Source: an optimization exercise on an open RTL-to-GDS flow (aim: small area). Production flows keep margins and buffers that such runs may drop. At most, simulation tests tie the RTL to the original design; equivalence was not proved.

== v6 ==
==> flow/design.v <==
module clk_div_4 (
  input  wire       clk,
  input  wire       rst,
  output reg  [9:0] c
);
  wire [9:0] c_inc;
  inc #(.W(10)) c_step (.a(c), .ci(1'b1), .s(c_inc), .co());
  always @(posedge clk) begin
    if (rst)
      c <= 10'd2;
    else
      c <= c_inc;
  end
endmodule
module inc #(
  parameter W = 8
) (
  input  wire [W-1:0] a,
  input  wire         ci,
  output wire [W-1:0] s,
  output wire         co
);
  wire [W:0] cy;
  assign cy[0] = ci;
  genvar i;
  generate
    for (i = 0; i < W; i = i + 1) begin : bit_
      assign s[i]    = a[i] ^ cy[i];
      assign cy[i+1] = a[i] & cy[i];
    end
  endgenerate
  assign co = cy[W];
endmodule
module rca #(
  parameter W = 4
) (
  input  wire [W-1:0] a,
  input  wire [W-1:0] b,
  input  wire         ci,
  output wire [W-1:0] s,
  output wire         co
);
  wire [W:0] cy;
  assign cy[0] = ci;
  genvar i;
  generate
    for (i = 0; i < W; i = i + 1) begin : bit_
      assign s[i]    = a[i] ^ b[i] ^ cy[i];
      assign cy[i+1] = (a[i] & b[i]) | (cy[i] & (a[i] ^ b[i]));
    end
  endgenerate
  assign co = cy[W];
endmodule
module word_clk (
  input  wire        clk,
  input  wire        fresh,     
  input  wire        wrap,      
  input  wire [1:0]  ph,
  input  wire [7:0]  p,         
  input  wire [7:0]  e,         
  output wire [3:0]  w0d,       
  output wire [3:0]  w1d,
  output wire [3:0]  w2d
);
  reg  [3:0] r0, r1, r2, r3;    
  reg        ca, cb, cc;
  wire       ph0 = (ph == 2'd0);
  wire [8:0] dl;
  assign dl[0] = p[0];
  inc #(.W(7)) dl_inc (.a(p[7:1]), .ci(1'b1), .s(dl[7:1]), .co(dl[8]));
  reg [3:0] da, ka, ke;
  always @(*) begin
    case (ph)
      2'd0:    begin da = dl[3:0];       ka = 4'h2; ke = 4'h1;   end
      2'd1:    begin da = dl[7:4];       ka = 4'h4; ke = 4'h8;   end
      2'd2:    begin da = {3'd0, dl[8]}; ka = 4'h1; ke = e[3:0]; end
      default: begin da = 4'd0;          ka = 4'h2; ke = e[7:4]; end
    endcase
  end
  wire [3:0] a_h = fresh ? ka : r0;
  wire [3:0] a_s;
  wire       a_c, b_c, c_c;
  rca #(.W(4)) a_add (.a(a_h), .b(da), .ci(ca & ~ph0), .s(a_s), .co(a_c));
  rca #(.W(4)) b_add (.a(a_h), .b(ke), .ci(cb & ~ph0), .s(w2d), .co(b_c));
  rca #(.W(4)) c_add (.a(~a_h), .b(~w2d), .ci(cc | ph0), .s(w1d), .co(c_c));
  always @(posedge clk) begin
    r0 <= r1; r1 <= r2; r2 <= r3; r3 <= wrap ? 4'd0 : a_s; ca <= a_c;
    cb <= b_c;
    cc <= c_c;
  end
  assign w0d = a_h;
endmodule
module data_adc (
  input     wire     clk,
  input     wire     mclk_rise,
  input     wire     data_in_i,
  input     wire     data_in_u,
  output    reg      mdat_i,
  output    reg      mdat_u
);
  always @(posedge clk) begin
    if (mclk_rise) begin
      mdat_i <= data_in_i;
      mdat_u <= data_in_u;
    end
  end
endmodule
module acc_ring (
  input  wire       clk,
  input  wire       ph0,
  input  wire [3:0] lo_in,      
  input  wire [1:0] hi_in,      
  input  wire       hi_c0,      
  input  wire [3:0] wd,         
  input  wire       ci0,        
  output reg  [3:0] l0, l1, l2, l3,
  output reg  [1:0] h0, h1, h2, h3,
  output reg        cl
);
  reg        ch;
  wire [3:0] ls;
  wire [1:0] hs;
  wire       lc, hc;
  rca #(.W(4)) lo_add (.a(lo_in), .b(wd), .ci(ph0 ? ci0 : cl), .s(ls), .co(lc));
  inc #(.W(2)) hi_add (.a(hi_in), .ci(ph0 ? hi_c0 : ch), .s(hs), .co(hc));
  always @(posedge clk) begin
    l0 <= l1; l1 <= l2; l2 <= l3; l3 <= ls; cl <= lc;
    h0 <= h1; h1 <= h2; h2 <= h3; h3 <= hs; ch <= hc;
  end
endmodule
module filter_sinc3 (
  input             clk,
  input             rst,
  input             fresh,
  input             pass,
  input             ph0,                    
  input             mdata1,                 
  input             word_rise,              
  input             valid,                  
  input      [3:0]  w0d,                    
  input      [3:0]  w1d,
  input      [3:0]  w2d,
  output reg [15:0] DATA                    
);
  wire [3:0] nl0, nl1, nl2, nl3, ml0, ml1, ml2, ml3, ol0, ol1, ol2, ol3;
  wire [1:0] nh0, nh1, nh2, nh3, mh0, mh1, mh2, mh3, oh0, oh1, oh2, oh3;
  wire       ncl, mcl, ocl;
  reg [47:0] q;
  wire x  = mdata1;
  wire zn = fresh | pass;
  acc_ring a_new (
    .clk(clk), .ph0(ph0),
    .lo_in(zn ? 4'd0 : nl0), .hi_in(zn ? 2'd0 : nh0), .hi_c0(~zn & ncl),
    .wd(x ? w0d : 4'd0), .ci0(x),
    .l0(nl0), .l1(nl1), .l2(nl2), .l3(nl3), .h0(nh0), .h1(nh1), .h2(nh2), .h3(nh3), .cl(ncl)
  );
  acc_ring a_mid (
    .clk(clk), .ph0(ph0),
    .lo_in(fresh ? 4'd0 : pass ? nl0 : ml0), .hi_in(fresh ? 2'd0 : pass ? nh0 : mh0),
    .hi_c0(~fresh & (pass ? ncl : mcl)),
    .wd(x ? w1d : 4'd0), .ci0(1'b0),
    .l0(ml0), .l1(ml1), .l2(ml2), .l3(ml3), .h0(mh0), .h1(mh1), .h2(mh2), .h3(mh3), .cl(mcl)
  );
  acc_ring a_old (
    .clk(clk), .ph0(ph0),
    .lo_in(fresh ? 4'd0 : pass ? ml0 : ol0), .hi_in(fresh ? 2'd0 : pass ? mh0 : oh0),
    .hi_c0(~fresh & (pass ? mcl : ocl)),
    .wd(x ? w2d : 4'd0), .ci0(1'b0),
    .l0(ol0), .l1(ol1), .l2(ol2), .l3(ol3), .h0(oh0), .h1(oh1), .h2(oh2), .h3(oh3), .cl(ocl)
  );
  wire [23:8] d3   = {oh0, oh3, oh2, oh1, ol0, ol3};
  wire        zero = ~|{ol0, ol1, ol2, ol3, oh0, oh1, oh2, oh3};
  wire        full = zero & mh0[1];           
  wire [15:0] word = d3 | {16{full}};
  always @(posedge clk) begin
    q[47:16] <= {q[0], q[47:17]};
    q[15:0]  <= word_rise ? word : q[16:1];
  end
  always @(posedge clk) begin
    if (rst)
      DATA <= 0;
    else if (word_rise)
      DATA <= valid ? q[16:1] : 16'd0;
  end
endmodule
module uart_tx (
  input  wire       clk,
  input  wire       rst,
  output wire       tx,
  input  wire       tx_valid,
  input  wire [7:0] tx_data
);
  reg  [9:0] sr;
  reg  [7:0] cnt;
  wire [7:0] cnt_inc;
  wire idle    = (sr == 10'd0);
  wire bit_end = (cnt == 8'd161);
  inc #(.W(8)) cnt_step (.a(cnt), .ci(1'b1), .s(cnt_inc), .co());
  always @(posedge clk) begin
    if (rst) begin
      sr  <= 10'd0;
      cnt <= 8'd0;
    end else if (idle) begin
      if (tx_valid)
        sr <= {1'b0, tx_data, 1'b1};
    end else if (bit_end) begin
      sr  <= {sr[8:0], 1'b0};
      cnt <= 8'd0;
    end else begin
      cnt <= cnt_inc;
    end
  end
  assign tx = idle | sr[9];
endmodule
module top #(
  parameter WIDTH = 16
  ) (
    input                 clk,               
    input                 rst,               
    input                 data_in_i,         
    input                 data_in_u,         
    output                mclkin,            
    output                word_clk,          
    output [WIDTH - 1 :0] data_i,            
    output [WIDTH - 1 :0] data_u,            
    output                data_tx            
);
  wire [9:0]  c;
  wire        mdat_i, mdat_u;
  wire [3:0]  w0d, w1d, w2d;
  reg         fresh;
  reg  [1:0]  words;
  clk_div_4 gen_timing (.clk(clk), .rst(rst), .c(c));
  assign mclkin   = ~c[1];
  assign word_clk = c[9];
  wire [1:0] ph  = c[1:0];
  wire mclk_rise = (ph == 2'd3);               
  wire ph0       = (ph == 2'd0);
  wire word_rise = (c == 10'd511);             
  wire [7:0] p   = {~c[9], c[8:2]};            
  wire pass      = (p == 8'd0);                
  wire wrap      = (p == 8'd255);              
  wire valid     = (words == 2'd3);
  wire [7:0] e;                                
  wire [7:0] c_hi_inc;
  inc #(.W(8)) e_inc (.a(c[9:2]), .ci(1'b1), .s(c_hi_inc), .co());
  assign e = ~c_hi_inc;
  always @(posedge clk) begin
    if (rst)
      fresh <= 1'b1;
    else if (c[2:0] == 3'd7)
      fresh <= 1'b0;
  end
  always @(posedge clk) begin
    if (rst)
      words <= 2'd0;
    else if (word_rise && !valid)
      words <= words + 2'd1;
  end
  word_clk gen_weights (
    .clk(clk), .fresh(fresh), .wrap(wrap), .ph(ph), .p(p), .e(e),
    .w0d(w0d), .w1d(w1d), .w2d(w2d)
  );
  data_adc SIGMA_DELTA_DATA (
    .clk(clk),
    .mclk_rise(mclk_rise),
    .data_in_i(data_in_i),
    .data_in_u(data_in_u),
    .mdat_i(mdat_i),
    .mdat_u(mdat_u)
  );
  filter_sinc3 data_filter_I (
    .clk(clk), .rst(rst), .fresh(fresh), .pass(pass), .ph0(ph0), .mdata1(mdat_i),
    .word_rise(word_rise), .valid(valid), .w0d(w0d), .w1d(w1d), .w2d(w2d), .DATA(data_i)
  );
  filter_sinc3 data_filter_U (
    .clk(clk), .rst(rst), .fresh(fresh), .pass(pass), .ph0(ph0), .mdata1(mdat_u),
    .word_rise(word_rise), .valid(valid), .w0d(w0d), .w1d(w1d), .w2d(w2d), .DATA(data_u)
  );
  uart_tx send_data (
    .clk(clk),
    .rst(rst),
    .tx(data_tx),
    .tx_valid(word_clk),
    .tx_data(data_i[7:0])
  );
endmodule
clock: 10.0 ns
lec_check: 0
cap_margin: 20
core_margin: 2
core_utilization: 40
cts_buf_list: sky130_fd_sc_hd__clkbuf_4
cts_cluster_diameter: 40
cts_cluster_size: 10
slew_margin: 20
run.sh (not shown) runs the stock make flow with config.mk's settings and CLKGATE_MAP_FILE= SYNTH_SCRIPT=/design/flow/synth_recipe.tcl, a recipe that flattens the netlist after the stock synthesis.
Input changes introduced in v7 (baseline for comparison: v6):
-- flow/design.v --
<<< v6, line 193
  reg  [9:0] sr;
  reg  [7:0] cnt;
  wire [7:0] cnt_inc;
  wire idle    = (sr == 10'd0);
  wire bit_end = (cnt == 8'd161);
  inc #(.W(8)) cnt_step (.a(cnt), .ci(1'b1), .s(cnt_inc), .co());
  always @(posedge clk) begin
    if (rst) begin
>>> v7, line 193
  reg  [9:0] sr;
  reg  [7:0] cnt;
  wire [7:0] cnt_inc = {cnt[6:0], ~(cnt[7] ^ cnt[5] ^ cnt[4] ^ cnt[3])};
  wire idle    = (sr == 10'd0);
  wire bit_end = (cnt == 8'hB7);
  always @(posedge clk) begin
    if (rst) begin
## What came out
- Non-clock buffer count: v7 > v6
- Highest clock frequency the design can meet (higher): v7
- Data-path buffer share of cell area in the final layout, v6 and v7: lower on v6
- In the metrics for v6 and v7, the one carrying the lower setup slack at placement is v6.
- Higher hold slack was reported by v6, not v7.
- The higher number of inverters outside the clock class in the layout came out of v6.
- Measured against each other, v6 and v7 differ in overall routed net length, the higher figure coming from v7.
Function not checked in v6: the RTL went through the layout flow alone.

[port drivers added, routing unchanged]
The results above use ideal ports. As a check the final layouts listed here were re-extracted and re-timed, cells and wires unchanged. Step 1: set_driving_cell puts a clkbuf_16 on clk and a buf_2 on each other input, an assumption about the parent block. Step 2 adds t to the input delays and takes it off the output delays; t is the mean of the earliest and latest rising clock arrival at the registers after step 1. Input paths then give back, and output paths get back, about the clock's delay inside the block. Three values: ideal ports, drivers, drivers and shift; two values: the first two.
| run | t (ns) | setup WS [ns] | hold slack, ns | worst register clock-pin slew, ns | worst slew at a driven data input, ns |
|---|---|---|---|---|---|
| v6 | 0.689 | 4.740 / 4.699 / 5.387 | 0.308 / 0.308 / 0.308 | 0.11 / 0.11 | 0.03 |
| v7 | 0.691 | 5.391 / 5.354 / 5.604 | 0.271 / 0.271 / 0.271 | 0.10 / 0.10 | 0.03 |
After both steps every run listed still meets setup and hold.
